Background: an optimization exercise with open tools, aiming at small area. Do not read the settings as production practice. In this exercise RTL edits were held to simulation tests only and were not proved equivalent to the original.

==> design/flow/design.v <==
module atomik_top_parallel #(
    parameter integer SYS_CLK_HZ = 94_500_000,
    parameter integer BAUD_RATE  = 115200,
    parameter integer N_BANKS    = 4
)(
    input  wire       sys_clk,
    input  wire       sys_rst_n,
    input  wire       uart_rx,
    output wire       uart_tx,
    output wire [5:0] led
);
    wire clk   = sys_clk;
    wire rst_n = sys_rst_n;
    localparam [22:0] HB_INIT = 23'h0AFD85;
    reg [22:0] hb;
    reg        por_done;
    reg        hb_top;
    wire       hb_low0 = ~|hb[21:0];
    always @(posedge clk or negedge rst_n) begin
        if (!rst_n) begin
            hb       <= HB_INIT;
            por_done <= 1'b0;
            hb_top   <= 1'b0;
        end else begin
            hb <= {hb[21:0], hb[22] ^ hb[17] ^ hb_low0};
            if (hb_low0 & ~hb[22]) begin
                if (por_done)
                    hb_top <= ~hb_top;
                else
                    por_done <= 1'b1;
            end
        end
    end
    localparam [9:0] RX_HALF = 10'h268;
    localparam [9:0] RX_FULL = 10'h248;
    localparam [9:0] RX_END  = 10'h377;
    reg [2:0] rx_sync;
    always @(posedge clk)
        rx_sync <= {rx_sync[1:0], uart_rx | ~por_done};
    wire rx_pin = rx_sync[2];
    localparam [3:0] RXP_IDLE = 4'd13;
    reg [3:0] rx_ph;
    reg       rx_valid;
    reg [9:0] rx_cnt;
    reg       rx_b;          
    reg       c0, c1, c_ok;  
    wire rx_end    = (rx_cnt == RX_END);
    wire rx_idle   = (rx_ph == RXP_IDLE);
    wire rx_start  = (rx_ph == 4'd14);
    wire rx_stop   = (rx_ph == 4'd7);
    wire rx_data   = rx_ph[3] ? (rx_ph[1:0] == 2'b11) : ~rx_stop;    
    wire rx_sample = rx_data & rx_end;
    always @(posedge clk or negedge rst_n) begin
        if (!rst_n) begin
            rx_ph    <= RXP_IDLE;
            rx_valid <= 1'b0;
        end else begin
            rx_valid <= rx_stop & rx_end;
            if (rx_idle) begin
                if (!rx_pin) rx_ph <= 4'd14;
            end else if (rx_end) begin
                if (rx_stop | (rx_start & rx_pin))
                    rx_ph <= RXP_IDLE;
                else
                    rx_ph <= rx_ph + 4'd1;
            end
        end
    end
    wire exp_bit = ((rx_ph == 4'd1 || rx_ph == 4'd2) & ~c0 & ~c1) | ((rx_ph == 4'd3) & c1) | (rx_ph == 4'd5);
    always @(posedge clk) begin
        if (rx_idle)
            rx_cnt <= RX_HALF;
        else if (rx_end)
            rx_cnt <= RX_FULL;
        else
            rx_cnt <= {rx_cnt[8:0], ~(rx_cnt[9] ^ rx_cnt[6])};
        if (rx_sample) begin
            rx_b <= rx_pin;
            if (rx_ph == 4'd15) c0 <= rx_pin;
            if (rx_ph == 4'd0)  c1 <= rx_pin;
            c_ok <= (rx_ph == 4'd15) | (c_ok & ((rx_ph == 4'd0) | (rx_pin == exp_bit)));
        end
    end
    wire rx_is_L = c_ok & ~c0 & ~c1;
    wire rx_is_A = c_ok &  c0 & ~c1;
    wire rx_is_R = c_ok & ~c0 &  c1;
    wire rx_is_S = c_ok &  c0 &  c1;
    localparam [1:0] M_IDLE  = 2'b00;
    localparam [1:0] M_LOAD  = 2'b01;
    localparam [1:0] M_ACCUM = 2'b11;
    localparam [1:0] M_RESP  = 2'b10;
    localparam [9:0] TX_END = 10'h084;    
    localparam [9:0] TX_G2  = 10'h221;
    localparam [9:0] TX_G3  = 10'h110;
    reg [1:0] mode;
    reg [2:0] byte_cnt;      
    reg       is_status;
    reg       init_valid;    
    reg       acc_nz;        
    reg       nz;            
    reg       tx_out;
    reg [3:0] tx_bitn;
    wire      tx_busy = ~(tx_bitn[3] & tx_bitn[1]);
    reg [9:0] tx_cnt;
    reg       nb;            
    wire in_idle  = (mode == M_IDLE);
    wire in_load  = (mode == M_LOAD);
    wire in_accum = (mode == M_ACCUM);
    wire in_resp  = (mode == M_RESP);
    wire in_pay   = mode[0];
    wire accept   = in_idle & rx_valid & c_ok;
    wire tx_end   = (tx_cnt == TX_END);
    wire tx_last  = tx_bitn[3] & tx_bitn[0];                   
    wire tx_tick  = in_resp & ~(tx_last & tx_bitn[1]) & tx_end;  
    wire resp_fin = in_resp & (tx_last & tx_bitn[1]);           
    reg  [5:0] ph;
    wire [2:0] slot_bit = in_pay ? rx_ph[2:0] : tx_bitn[2:0];
    wire       match    = (ph == {byte_cnt, slot_bit});
    reg wpend;
    always @(posedge clk)
        wpend <= rx_sample | (wpend & ~match);
    wire wr_i = wpend & match & in_load;
    wire wr_d = wpend & match & in_accum;
    reg [63:0] ring_i;
    reg [63:0] ring_d;
    wire d_new = (ring_d[63] & acc_nz) ^ rx_b;
    always @(posedge clk) begin
        ph     <= {ph[4:0], ph[5] ^ ph[4] ^ ~|ph[4:0]};
        ring_i <= {ring_i[62:0], wr_i ? rx_b  : ring_i[63]};
        ring_d <= {ring_d[62:0], wr_d ? d_new : ring_d[63]};
    end
    wire rd_bit = (ring_i[63] & init_valid) ^ (ring_d[63] & acc_nz);
    always @(posedge clk or negedge rst_n) begin
        if (!rst_n) begin
            mode       <= M_IDLE;
            init_valid <= 1'b0;
            acc_nz     <= 1'b0;
            nz         <= 1'b0;
        end else begin
            if (!in_pay)
                acc_nz <= nz;
            if (wr_d)
                nz <= nz | d_new;
            if (in_idle) begin
                if (rx_valid) begin
                    if (rx_is_L) begin
                        mode       <= M_LOAD;
                        init_valid <= 1'b1;
                        nz         <= 1'b0;
                    end
                    if (rx_is_A) begin
                        mode <= M_ACCUM;
                        nz   <= 1'b0;
                    end
                    if (rx_is_R | rx_is_S) mode <= M_RESP;
                end
            end
            if (in_pay && rx_valid && byte_cnt == 3'd7)
                mode <= M_IDLE;
            if (resp_fin)
                mode <= M_IDLE;
        end
    end
    always @(posedge clk) begin
        if (in_idle) begin
            byte_cnt  <= {3{c0 & c1}};      
            is_status <= c0 & c1;
        end else if ((in_pay & rx_valid) | (tx_tick & tx_last))
            byte_cnt <= byte_cnt + 3'd1;
    end
    always @(posedge clk)
        if (match) nb <= rd_bit;
    wire tx_data_bit = is_status ? ((tx_bitn[2:0] == 3'd7) & ~acc_nz) : nb;
    always @(posedge clk or negedge rst_n) begin
        if (!rst_n)
            tx_out <= 1'b1;
        else if (tx_tick)
            tx_out <= tx_bitn[3] ? ~tx_bitn[1] : tx_data_bit;
    end
    always @(posedge clk) begin
        if (accept)
            tx_cnt <= c1 & ~c0 ? TX_G3 : TX_G2;
        else if (tx_tick & tx_last)
            tx_cnt <= TX_G2;
        else if (tx_end)
            tx_cnt <= 10'd0;
        else
            tx_cnt <= {tx_cnt[8:0], ~(tx_cnt[9] ^ tx_cnt[6])};
    end
    always @(posedge clk or negedge rst_n) begin
        if (!rst_n)
            tx_bitn <= 4'd14;
        else if (accept)
            tx_bitn <= 4'd10;
        else if (tx_tick) begin
            if (tx_bitn[3] & tx_bitn[1])
                tx_bitn <= 4'd0;
            else if (tx_last)
                tx_bitn <= {3'b101, byte_cnt == 3'd7};
            else
                tx_bitn <= tx_bitn + 4'd1;
        end else if (tx_bitn == 4'd11)
            tx_bitn <= 4'd15;
        else if (tx_bitn == 4'd15)
            tx_bitn <= 4'd14;
    end
    assign uart_tx = tx_out;
    reg [19:0] act;
    reg        act_on;
    wire act_low0 = ~|act[18:0];
    always @(posedge clk) begin
        if (rx_valid)
            act <= 20'd1;
        else
            act <= {act[18:0], act[19] ^ act[16] ^ (act[19] & act_low0)};
    end
    always @(posedge clk or negedge rst_n) begin
        if (!rst_n)
            act_on <= 1'b0;
        else if (rx_valid)
            act_on <= 1'b1;
    end
    assign led[5] = 1'b0;
    assign led[4] = ~hb_top;
    assign led[3] = ~(in_load | in_accum | in_resp | (tx_bitn == 4'd15));
    assign led[2] = acc_nz;
    assign led[1] = ~tx_busy;
    assign led[0] = ~act_on | (act_low0 & ~act[19]);
endmodule
==> design/flow/flow/run.sh <==
#!/bin/bash
# Own flow: the standard synthesis, then its combinational logic is
# re-mapped by ABC for area (registers untouched: same instances, names and
# cells), then the standard layout with CTS told not to add dummy loads
# and the smallest buffer on the ports.
# Logs in this folder: synth.log, remap.log, flow.log (ORFS's per-step logs
# are under orfs/logs).
set -euo pipefail
export CTS_ARGS="-sink_clustering_enable -repair_clock_nets -dont_use_dummy_load -buf_list sky130_fd_sc_hd__clkbuf_8 -sink_clustering_size 16 -sink_clustering_max_diameter 40"
export BUFFER_PORTS_ARGS="-buffer_cell sky130_fd_sc_hd__buf_1"

bash standard.sh synth > synth.log 2>&1

P=$FLOW_HOME/platforms/$FLOW_PLATFORM
LIB=$P/lib/sky130_fd_sc_hd__tt_025C_1v80.lib
R=orfs/results/$FLOW_PLATFORM/atomik_top_parallel/base
O=orfs/objects/$FLOW_PLATFORM/atomik_top_parallel/base
DU=$(sed -n '/DONT_USE_CELLS/,/^$/p' $P/config.mk | grep -o 'sky130_fd_sc_hd__[a-z0-9_]*' | sed 's/^/-dont_use /' | tr '\n' ' ')
python3 flow/mkmodels.py $LIB cells.v
cp $R/1_2_yosys.v standard_1_2_yosys.v
yosys -p "read_verilog cells.v; read_verilog standard_1_2_yosys.v; \
  hierarchy -top $FLOW_TOP; flatten; hierarchy -top $FLOW_TOP; rename -hide w:*.*; \
  techmap; opt -purge; \
  abc -script flow/remap.abc -liberty $LIB $DU -constr $O/abc.constr -D 10000; \
  opt_clean -purge; \
  hilomap -singleton -hicell sky130_fd_sc_hd__conb_1 HI -locell sky130_fd_sc_hd__conb_1 LO; \
  insbuf -buf sky130_fd_sc_hd__buf_4 A X; splitnets; opt_clean -purge; \
  stat -liberty $LIB; \
  write_verilog -noattr -nohex -nodec remapped.v" > remap.log 2>&1
# the registers must be exactly the standard synthesis's
grep -o '\\[^ ]*\$_[A-Z0-9_]*_ ' standard_1_2_yosys.v | sort > regs_standard.txt
grep -o '\\[^ ]*\$_[A-Z0-9_]*_ ' remapped.v | sort > regs_remapped.txt
if cmp -s regs_standard.txt regs_remapped.txt && [ -s regs_remapped.txt ]; then
  cp remapped.v $R/1_2_yosys.v
  touch $R/1_2_yosys.v
else
  echo "remap changed the registers; keeping the standard netlist" >> remap.log
fi

bash standard.sh > flow.log 2>&1
==> design/flow/flow/mkmodels.py <==
# Verilog models of the library's cells for the remap step: combinational
# cells as logic (from their liberty functions), sequential cells as blackboxes.
# usage: mkmodels.py LIBERTY OUT.v
# Verilog models of sky130hd cells: combinational cells as logic, sequential cells as blackboxes
import re,sys
lib=open(sys.argv[1]).read()
out=[]
starts=[m.start() for m in re.finditer(r'\n    cell \(', lib)]+[len(lib)]
for a,b in zip(starts,starts[1:]):
    body=lib[a:b]
    name=re.search(r'cell \("?(\w+)"?\)',body).group(1)
    pins=re.findall(r'\n        pin \("?(\w+)"?\) \{(.*?)\n        \}',body,re.S)
    seq=re.search(r'\n        (ff|latch|statetable) ?\(',body) is not None
    ins=[];outs=[]
    for pn,pb in pins:
        d=re.search(r'direction : "?(\w+)"?',pb)
        if not d: continue
        if d.group(1)=='input': ins.append(pn)
        elif d.group(1)=='output':
            f=re.search(r'function : "([^"]*)"',pb); outs.append((pn,f.group(1) if f else None))
    ports=ins+[o[0] for o in outs]
    if not outs: continue
    if seq or any(f is None for _,f in outs):
        out.append(f"(* blackbox *) module {name}({', '.join(ports)});\n"+''.join(f"  input {p};\n" for p in ins)+''.join(f"  output {p};\n" for p,_ in outs)+"endmodule\n")
        continue
    def conv(f):
        f=f.replace('!','~').replace('+','|').replace('*','&')
        f=re.sub(r'(\w+|\))\s+(?=[\w(~])',r'\1 & ',f)   # implicit AND
        return f
    out.append(f"module {name}({', '.join(ports)});\n"+''.join(f"  input {p};\n" for p in ins)+''.join(f"  output {p};\n  assign {p} = {conv(f)};\n" for p,f in outs)+"endmodule\n")
open(sys.argv[2],'w').write('\n'.join(out))
==> design/flow/flow/remap.abc <==
&get -n
&st
&synch2
&dch -f
&nf -a
&put
==> design/flow/standard.sh <==
#!/bin/bash
# synth_recipe.tcl (not shown) runs the flow's synth.tcl, then flattens the netlist and writes it again
# the make line also repeats each setting of config.mk as NAME=value (left out here)
make -C /OpenROAD-flow-scripts/flow DESIGN_CONFIG=/design/flow/config.mk WORK_HOME=/design/flow/orfs CLKGATE_MAP_FILE= SYNTH_SCRIPT=/design/flow/synth_recipe.tcl "${@:-finish}"
==> design/flow/config.mk <==
export PLATFORM = sky130hd
export DESIGN_NAME = atomik_top_parallel
export DESIGN_NICKNAME = atomik_top_parallel
export VERILOG_FILES = /design/flow/design.v
export SDC_FILE = /design/flow/constraint.sdc
export NUM_CORES = 4
export LEC_CHECK = 0
export CAP_MARGIN = 0
export CORE_MARGIN = 2
export CORE_UTILIZATION = 70
export PLACE_DENSITY = 0.85
export SLEW_MARGIN = 0
==> design/flow/constraint.sdc <==
create_clock -name core_clock -period 10.0 [get_ports {sys_clk}]
set_input_delay 2.0000 -clock core_clock [delete_from_list [all_inputs] [get_ports {sys_clk}]]
set_output_delay 2.0000 -clock core_clock [all_outputs]
set_load 0.01 [all_outputs]
==> impl_metrics.ini <==
[pwr]
p_total_mw = 1.34
ir_drop_uv = 206
comb_power_share = 0.003
p_clk_frac = 0.315
power.density_nw_per_um2 = 206
p_int_mw = 1.09
swShare = 0.191
leakage_nw = 2.69
seqPwrFrac = 0.682
p_switching_mw = 0.257

[cts]
ctsHtreeMaxLevel = 1
ctsHoldBuffers = 0
clock_latency_ns = 0.49
cts_resized = 0
post_cts_buffers = 0
cts_tree = yes
cts.sink_count = 228
cts_made_buffers = 19
clockBufferDepth = 3
path_clk_slew_ns = 0.09
cts-root-buf = clkbuf_8

[setup_path]
path_cells = nor4_1 -> nand4_1 -> or4_1 -> o21ai_0 -> buf_1
path_class = flip-flop to output pin
r2r-end = ring_i[0]$_DFF_P_
critPathLaunchType = flip-flop
rrSetupSlack_ns = 7.76
path_max_fanout = 2
arrival_ns = 2.01
crit_slowest_cell = or4_1
end_kind = output pin
reg2reg_from = mode[0]$_DFFE_PN0P_
critPathMaxStageDelay_ns = 0.42
rr_worst_depth = 5
worstPathRequired_ns = 8.00

[global_routing]
grt_max_degree = 42
gr-total-overflow = 0
grt_pass1_vias = 3213
grt_pass1_wl_um = 15300
antenna_found_initial = 0
grtUsageTotal = 0.198

[sta]
period_minus_slack_ns = 4.01
post-route-period-util = 0.401
maxSlewHeadroom = 0.327
finalSetupViolCount = 0
hold_ws_ns = 0.300
slew_viol_final = 0
rsz0062_at_grt = no
hold_viol = 0
worst_pin_slew_ns = 1.01
clock-skew-final_ns = 0.0351
setup_tns_ns = 0
max_freq_ghz = 0.250

[finish]
final_nets = 463
syn_to_final_growth_pct = 6.76
drive_above_1_share = 0.0852
diodes = 0

[die]
ioPinCount = 10
start_util = 0.711
core_um2 = 8590
die_h_um = 97.4
die_w_um = 97.4
die-area_um2 = 9490
rows = 34

[placement]
dp_hpwl_um = 5620
io_buffers = 8
place_congestion = 0.821

[job]
drv_cap = 0

[logic_synthesis]
synth_warnings = 1
synth_area_um2 = 6110
mappedNetlistNets = 436
postSynthAreaPerCell_um2 = 14.1
postSynthCellCount = 433

[detailed_routing]
initialDrtViolationCount = 137
ant_nets = 0
detail_route.first_pass.iterations = 4
wirelength_um = 9150
vias = 3093
avgRoutedWirePerCell_um = 16.2
drc = 0
vias_per_cell = 5.46

[hold_path]
hold_depth = 0
holdCritPathClass = flip-flop to flip-flop
min-delay-start = ring_i[19]$_DFF_P_
whs_endpoint = ring_i[20]$_DFF_P_

[status]
status = no timing/DRC/antenna violations
[stage by stage]
step / util / cells / setup WS, ns / cell area (µm²)
2_1_floorplan: - / 433 / 6.65 / 6110
3_3_place_gp: 0.729 / 547 / 6.53 / 6260
3_5_place_dp: 0.729 / 547 / 6.50 / 6260
4_1_cts: 0.759 / 566 / 5.95 / 6530
5_1_grt: 0.759 / 566 / 5.87 / 6530
6_report: 0.759 / 566 / 5.99 / 6530
[layer usage]
| layer | routed length [µm] | GRT usage | up-vias |
|---|---|---|---|
| met5 | 0 | 0 | - |
| li1 | - | - | 1511 |
| met1 | 4300 | 0.277 | 1479 |
| met2 | 4170 | 0.311 | 75 |
| met3 | 412 | 0.0417 | 28 |
| met4 | 263 | 0.0726 | 0 |
[placed cells by master (no fill, tap or decap), drive strengths merged, types with 8 or more instances in the layout]
cell	instances
a21oi	14
and3	8
clkbuf	20
clkinv	10
dfrtp	22
dfstp	19
dfxtp	178
edfxtp	9
nand2	15
nand3	19
nor2	18
nor2b	21
nor4	12
o21ai	10
xor2	8
[critical path: cells and delay by family, from the launching register on]
family                 cells  cell delay, ns
AO/OA/AOI/OAI              1            0.18
buffers and inverters      1            0.17
flip-flops                 1            0.32
AND/OR/NAND/NOR            3            0.85
[sequential cells by signal, summed over array words and instances (netlist names), 2 cells and up]
name,count
act,20
byte_cnt,3
hb,23
mode,2
ph,6
ring_d,64
ring_i,64
rx_cnt,10
rx_ph,4
rx_sync,3
tx_bitn,4
tx_cnt,10
[worst max path at each step]
stage / startpoint / to / cells after the start
floorplan: act[16]$_SDFF_PP0_ / led[0] / 4
global placement: act[4]$_SDFF_PP0_ / led[0] / 5
detailed placement: act[8]$_SDFF_PP0_ / led[0] / 5
CTS: act[8]$_SDFF_PP0_ / led[0] / 5
global route: act[8]$_SDFF_PP0_ / led[0] / 5
finish: act[8]$_SDFF_PP0_ / led[0] / 5
[cell type report]
cell class                 count  area [µm²]
sequential                   228        4880
tap                          108         135
fill                         521        2070
inverter                      10        37.5
timing repair buffer           8        31.3
multi-input combinational    193        1180
clock buffer                  19         262
[power groups by stage]
stage	clock network [mW]	registers, mW	logic [mW]
floorplan	0	0.937	0.000862
global placement	0	0.937	0.00401
detailed placement	0	0.937	0.00418
CTS	0.434	0.917	0.00420
global route	0.470	0.917	0.00464
finish	0.423	0.917	0.00393

==> afterwards: timing with drivers on the ports <==
How much do the figures lean on ideal ports? The routed layout below was timed once more, with nothing changed but the port constraints. Step 1: set_driving_cell puts a clkbuf_16 on sys_clk and a buf_2 on each other input, an assumption about the parent block. Step 2 adds t to the input delays and takes it off the output delays; t is the mean of the earliest and latest rising clock arrival at the registers after step 1. Input paths then give back, and output paths get back, about the clock's delay inside the block. a / b / c = no drivers / after step 1 / after step 2; a / b = the first two.
t (ns): 0.498
slack for setup (ns): 5.995 / 5.966 / 6.464
worst setup path after step 2: register to output
slew at the worst register clock pin (ns): 0.10 / 0.10
worst slew at a driven data input, ns: 0.03
After both steps this run still meets setup and hold. For this run, drivers alone change the setup slack by -0.029 ns; drivers and shift together by +0.469 ns.
